What follows belongs to an exercise in optimizing a design on an open flow for small area and a short achievable clock period; a production flow would make more cautious choices.
In this exercise RTL edits were held to simulation tests only and were not proved equivalent to the original.
Power and IR drop assume default switching activity.

==> flow/design.v, too long to show whole: its modules and the start of the top module <==
// module computing_core: 1273 lines
module computing_core(
    input clk,
    input reset,
    input [31:0] data_kernel,
    input [31:0] data_in_0,
    output [31:0] data_out_0,
    output reg en,
    output reg done
    );
  // ...
==> flow/run.sh <==
#!/bin/bash
# synth_recipe.tcl (not shown) runs the flow's synth.tcl, then flattens the netlist and writes it again
# the make line also repeats each setting of config.mk as NAME=value (left out here)
make -C /OpenROAD-flow-scripts/flow DESIGN_CONFIG=/design/flow/config.mk WORK_HOME=/design/flow/orfs CLKGATE_MAP_FILE= SYNTH_SCRIPT=/design/flow/synth_recipe.tcl finish
==> flow/config.mk <==
export PLATFORM = sky130hd
export DESIGN_NAME = computing_core
export DESIGN_NICKNAME = computing_core
export VERILOG_FILES = /design/flow/design.v
export SDC_FILE = /design/flow/constraint.sdc
export NUM_CORES = 4
export LEC_CHECK = 0
export ABC_CLOCK_PERIOD_IN_PS = 2500
export CAP_MARGIN = 20
export CORE_MARGIN = 2
export CORE_UTILIZATION = 65
export CTS_CLUSTER_DIAMETER = 80
export CTS_CLUSTER_SIZE = 30
export SETUP_SLACK_MARGIN = 5
export SLEW_MARGIN = 20
==> flow/constraint.sdc <==
create_clock -name core_clock -period 8.0 [get_ports {clk}]
set_input_delay 1.6000 -clock core_clock [delete_from_list [all_inputs] [get_ports {clk}]]
set_output_delay 1.6000 -clock core_clock [all_outputs]
set_load 0.01 [all_outputs]
==> run notes, run 1 <==
status timing/DRC/antenna clean; max reg flops 167; crit path launch kr0[18]$_DFF_P_; top cell type's share of synthesized area 0.274; Top pwr grp combinational logic; post-place instance area 0.0319 mm²; CTS resizes 44; share of layout cells above drive strength 1 0.0607; clock share of power 0.161; GPL Wtd Cong 0.854; max_cap viols 0; Power Clock 1820 µW; Inst Count DP 3,138; initial DRC count 1,613; die area 0.0488 mm²; Detail Placement HPWL 47.2 mm; Logic pwr share 0.465; CTS max path bufs 3; P_sw 4340 µW; first-pass GRT wire length 110 mm; area grow syn2layout 7.63%; Inserted Clock Buffers 30; Die Span Y 221 µm; drc violations 0; most frequent cells in the layout dfxtp_1, inv_1, a22oi_1, xnor2_1, fa_1; area leader, netlist dfxtp_1; top cells by area, synth dfxtp_1, edfxtp_1, fa_1, a22oi_1, xnor2_1; FFs & Latches 620; Leakage 0.0134 µW; worst reg-to-reg path cell count 6; Critical Path End Type register; worst vdd ir 0.364 mV; main combinational cell family by area after synthesis adder cells; Hold Crit Depth 0
==> inputs of run 2 (changes only) <==
--- a/flow/config.mk
+++ b/flow/config.mk
@@ -10,5 +10,3 @@
 export CORE_MARGIN = 2
-export CORE_UTILIZATION = 65
-export CTS_CLUSTER_DIAMETER = 80
-export CTS_CLUSTER_SIZE = 30
+export CORE_UTILIZATION = 50
 export SETUP_SLACK_MARGIN = 5
==> run 2 against run 1 <==
Cell count grew 7.8%; synthesized cell count unchanged; sequential cell count is the same; sequential power about the same; combinational power down 2%; clock power grew 87%; hold slack worse by 8.8 ps; critical endpoint is now en; largest power group unchanged.
==> run notes, run 2 <==
fraction of registers with async set/reset 0.0145 (unchanged); CP bufs+invs 1 (unchanged); Skew-Pair Late Insertion Delay 630 ps (about the same); #FFs+latches synth 620 (unchanged); Synthesis Warnings 1 (unchanged); Die Span Y 251 µm (was 221 µm); Crit Path Max Fanout 1 (was 15); DRT antenna net count 0 (unchanged); Clock Sinks 620 (unchanged); Top-Level Pins 100 (unchanged); metal3 WL 3.43 mm (was 4.01 mm); max reg flops 167 (unchanged); Diodes inserted 0 (unchanged); CP peak stage delay 510 ps (was 770 ps); Final Hold Fails 0 (unchanged); area leader, netlist dfxtp_1 (unchanged); Worst-Margin Slew 1030 ps (was 939 ps); highest routed metal layer met4 (unchanged); H-Tree Depth 3 (was 1); Slew Limit Headroom 0.315 (was 0.374); Logic pwr share 0.404 (was 0.465); Main synth FF type dfxtp_1 (unchanged); commonest non-fill, non-tap cell in the layout dfxtp_1 (unchanged); setup slack after layout 5130 ps (was 5100 ps); Critical Path RT 6400 ps (was 8510 ps); critical path arrival 1270 ps (was 3400 ps); setup TNS 0 ps (unchanged); vias 18,900 (was 19,000); TritonCTS clock tree done (unchanged); Metal-1 WL 30.1 mm (was 28.4 mm); Worst path top cell family by delay flip-flops (was adder cells); drt first pass iters 6 (was 8); count leader, synth dfxtp_1 (unchanged); status timing/DRC/antenna clean (unchanged); sequential share of power 0.330 (was 0.374); top cell type's share of synthesized area 0.274 (unchanged); clock root buffer master clkbuf_16 (unchanged); Seq/Total Area, Yosys 0.470 (unchanged); clock share of power 0.266 (was 0.161); Power Internal 8230 µW (was 6960 µW); port buffer count 99 (unchanged); top cells by area, synth dfxtp_1, edfxtp_1, fa_1, a22oi_1, xnor2_1 (unchanged); P_sw 4570 µW (was 4340 µW); global route total overflow 0 (unchanged); Net Count, Synth 2,962 (unchanged); largest net degree at the start of global routing 64 (was 63); die area 0.0632 mm² (was 0.0488 mm²); GPL Wtd Cong 0.821 (was 0.854); die width 251 µm (was 221 µm); synth unique cells 60 (unchanged); Place WS 4820 ps (was 4670 ps); Worst-path clk slew 60 ps (was 110 ps); final setup violation count 0 (unchanged); clock period minus worst slack 2870 ps (was 2900 ps); Post-synth top cells dfxtp_1, inv_1, a22oi_1 (unchanged); worst vdd ir 0.213 mV (was 0.364 mV); Initial Utilization 0.506 (was 0.657); core footprint 0.0605 mm² (was 0.0466 mm²); EDFF count, synth 192 (unchanged); Inserted Clock Buffers 68 (was 30); Biggest register ca (unchanged); Critical Path End Type output port (was register); vias in the first global route 20,000 (was 19,800); clock skew 25.7 ps (was 22.2 ps); total track usage 0.230 (was 0.284); Layout Nets 2,993 (was 2,949); Switching Share 0.357 (was 0.384); # hold bufs at CTS 0 (unchanged); drc violations 0 (unchanged); most frequent cells in the layout dfxtp_1, inv_1, a22oi_1, xnor2_1, fa_1 (unchanged); Detail Placement HPWL 47.3 mm (was 47.2 mm); WL/cell 20.4 µm (was 21.5 µm); share of layout cells above drive strength 1 0.0841 (was 0.0607); Mapped Avg Cell Area 11.9 µm² (unchanged); Max Fclk 348 MHz (was 345 MHz); Leakage 0.0142 µW (was 0.0134 µW); worst-path cell chain clkbuf_2 (was a22oi_1 -> xor2_1 -> fa_1 -> fa_1 -> inv_1 -> fa_1); WL final 70.2 mm (was 68.8 mm); Synth Instances 2,576 (unchanged); CTS max path bufs 3 (unchanged); min-delay worst type reg2reg (unchanged); Slew Limit Fails 0 (unchanged); kind of critical path reg2out (was reg2reg); initial antenna violation count 0 (unchanged); first-pass GRT wire length 113 mm (was 110 mm); routed length on met2 34.3 mm (was 34.1 mm); CP max stage cell dfstp_2 (was dfxtp_1); row count 90 (was 79); RSZ-0062 raised after global routing true (unchanged); pwr/cell area 369 mW/mm² (was 343 mW/mm²); vias per inst 5.48 (was 5.93); initial DRC count 1,254 (was 1,613); area grow syn2layout 13.4% (was 7.63%); Netlist Area Pre-Place 0.0306 mm² (unchanged); max_cap viols 0 (unchanged); Startpoint Class register (unchanged); period utilization 0.359 (was 0.362)
==> run 2: changes by cell type in the layout (fill, tap and decap cells not counted), moves of 4 or more <==
cell and delta:
clkbuf_16 +39, bufinv_16 +8, clkbuf_8 +17, clkinv_2 +5
buf_4 +6, clkinv_16 +4
==> run 2: cell families (layout without fill, tap and decap cells) <==
family | after synthesis | count (layout) | synth area share
compound gates | 490 | 490 | 0.118
xor+xnor | 351 | 351 | 0.100
buf+inv | 522 | 608 | 0.0642
simple gates | 237 | 237 | 0.0416
mux | 36 | 36 | 0.0132
fa+ha+maj | 320 | 320 | 0.193
flops | 620 | 620 | 0.470
==> run 2: cell type report <==
type / count / area, µm²
Fill cell: 4981 / 25800
Inverter: 347 / 1300
Multi-Input combinational cell: 1434 / 14300
Clock buffer: 95 / 1990
Clock inverter: 30 / 514
Timing Repair Buffer: 136 / 1220
Tap cell: 782 / 978
Sequential cell: 620 / 14400
==> run 2: timing repair <==
action                                  CTS  global route
pin swaps                                 0             1
endpoints found under the setup margin   44            11
setup buffers                             0             1
resized for setup                        43            14
==> run 2: final timing paths <==
path	depth (start not counted)	from	slack (ps)	end
max	1	en$_DFF_PN1_	5130	en
min	0	kr1[0]$_DFF_P_	320	kr2[0]$_DFF_P_
max reg2reg	8	kr0[11]$_DFF_P_	5140	ca[165]$_DFF_P_
min reg2reg	0	kr1[0]$_DFF_P_	320	kr2[0]$_DFF_P_
max in group asynchronous	1	reset	6390	en$_DFF_PN1_
min in group asynchronous	1	reset	1280	st[1]$_DFF_PN0_
==> run 2: power by group through the flow <==
stage / clock network [µW] / registers (µW) / logic (µW)
after global placement: 0 / 4290 / 5120
after CTS: 3470 / 4230 / 5320
after global routing: 3610 / 4290 / 6180
after detailed placement: 0 / 4300 / 5340
after floorplan: 0 / 4240 / 3830
final: 3400 / 4230 / 5170
==> run 2: stage by stage <==
stage / hold WS, ps / cells / utilization / power (µW) / cell area (µm²)
global route: 328 / 3444 / 0.574 / 14100 / 34700
detailed placement: 312 / 3318 / 0.532 / 9640 / 32200
global placement: 311 / 3318 / 0.532 / 9410 / 32200
finish: 325 / 3444 / 0.574 / 12800 / 34700
CTS: 324 / 3443 / 0.574 / 13000 / 34700
floorplan: 310 / 2576 / - / 8070 / 30600
==> run 2: layer usage <==
layer / vias up / GRT usage
met3: 122 / 0.0340
li1: 8716 / -
met4: 0 / 0.0929
met2: 596 / 0.383
met1: 9438 / 0.302
met5: - / 0

-- separate check: timing with driven ports --
Ports are ideal in the flow. The routed layouts listed here were re-timed in OpenROAD. Step 1, drivers: a clkbuf_16 drives clk and a buf_2 each remaining input, both assumed. Step 2 moves the port delays by t, midway between the first and last clock arrival at a register: inputs arrive t later, outputs are due t later. That takes back most of the time a late clock gives input paths. Three values: ideal ports, drivers, drivers and shift; two values: the first two.
run	shift t [ns]	slack for setup (ns)	latest minus earliest clock arrival (ns)	worst slew at a driven data input, ns
run 1	0.675	5.104 / 5.069 / 4.665	0.024 / 0.023	0.10
run 2	0.680	5.129 / 5.068 / 4.785	0.027 / 0.028	0.09
After both steps setup and hold are still met in every run listed. For run 1, which loses most, drivers alone change the setup slack by -0.035 ns; drivers and shift together by -0.439 ns.
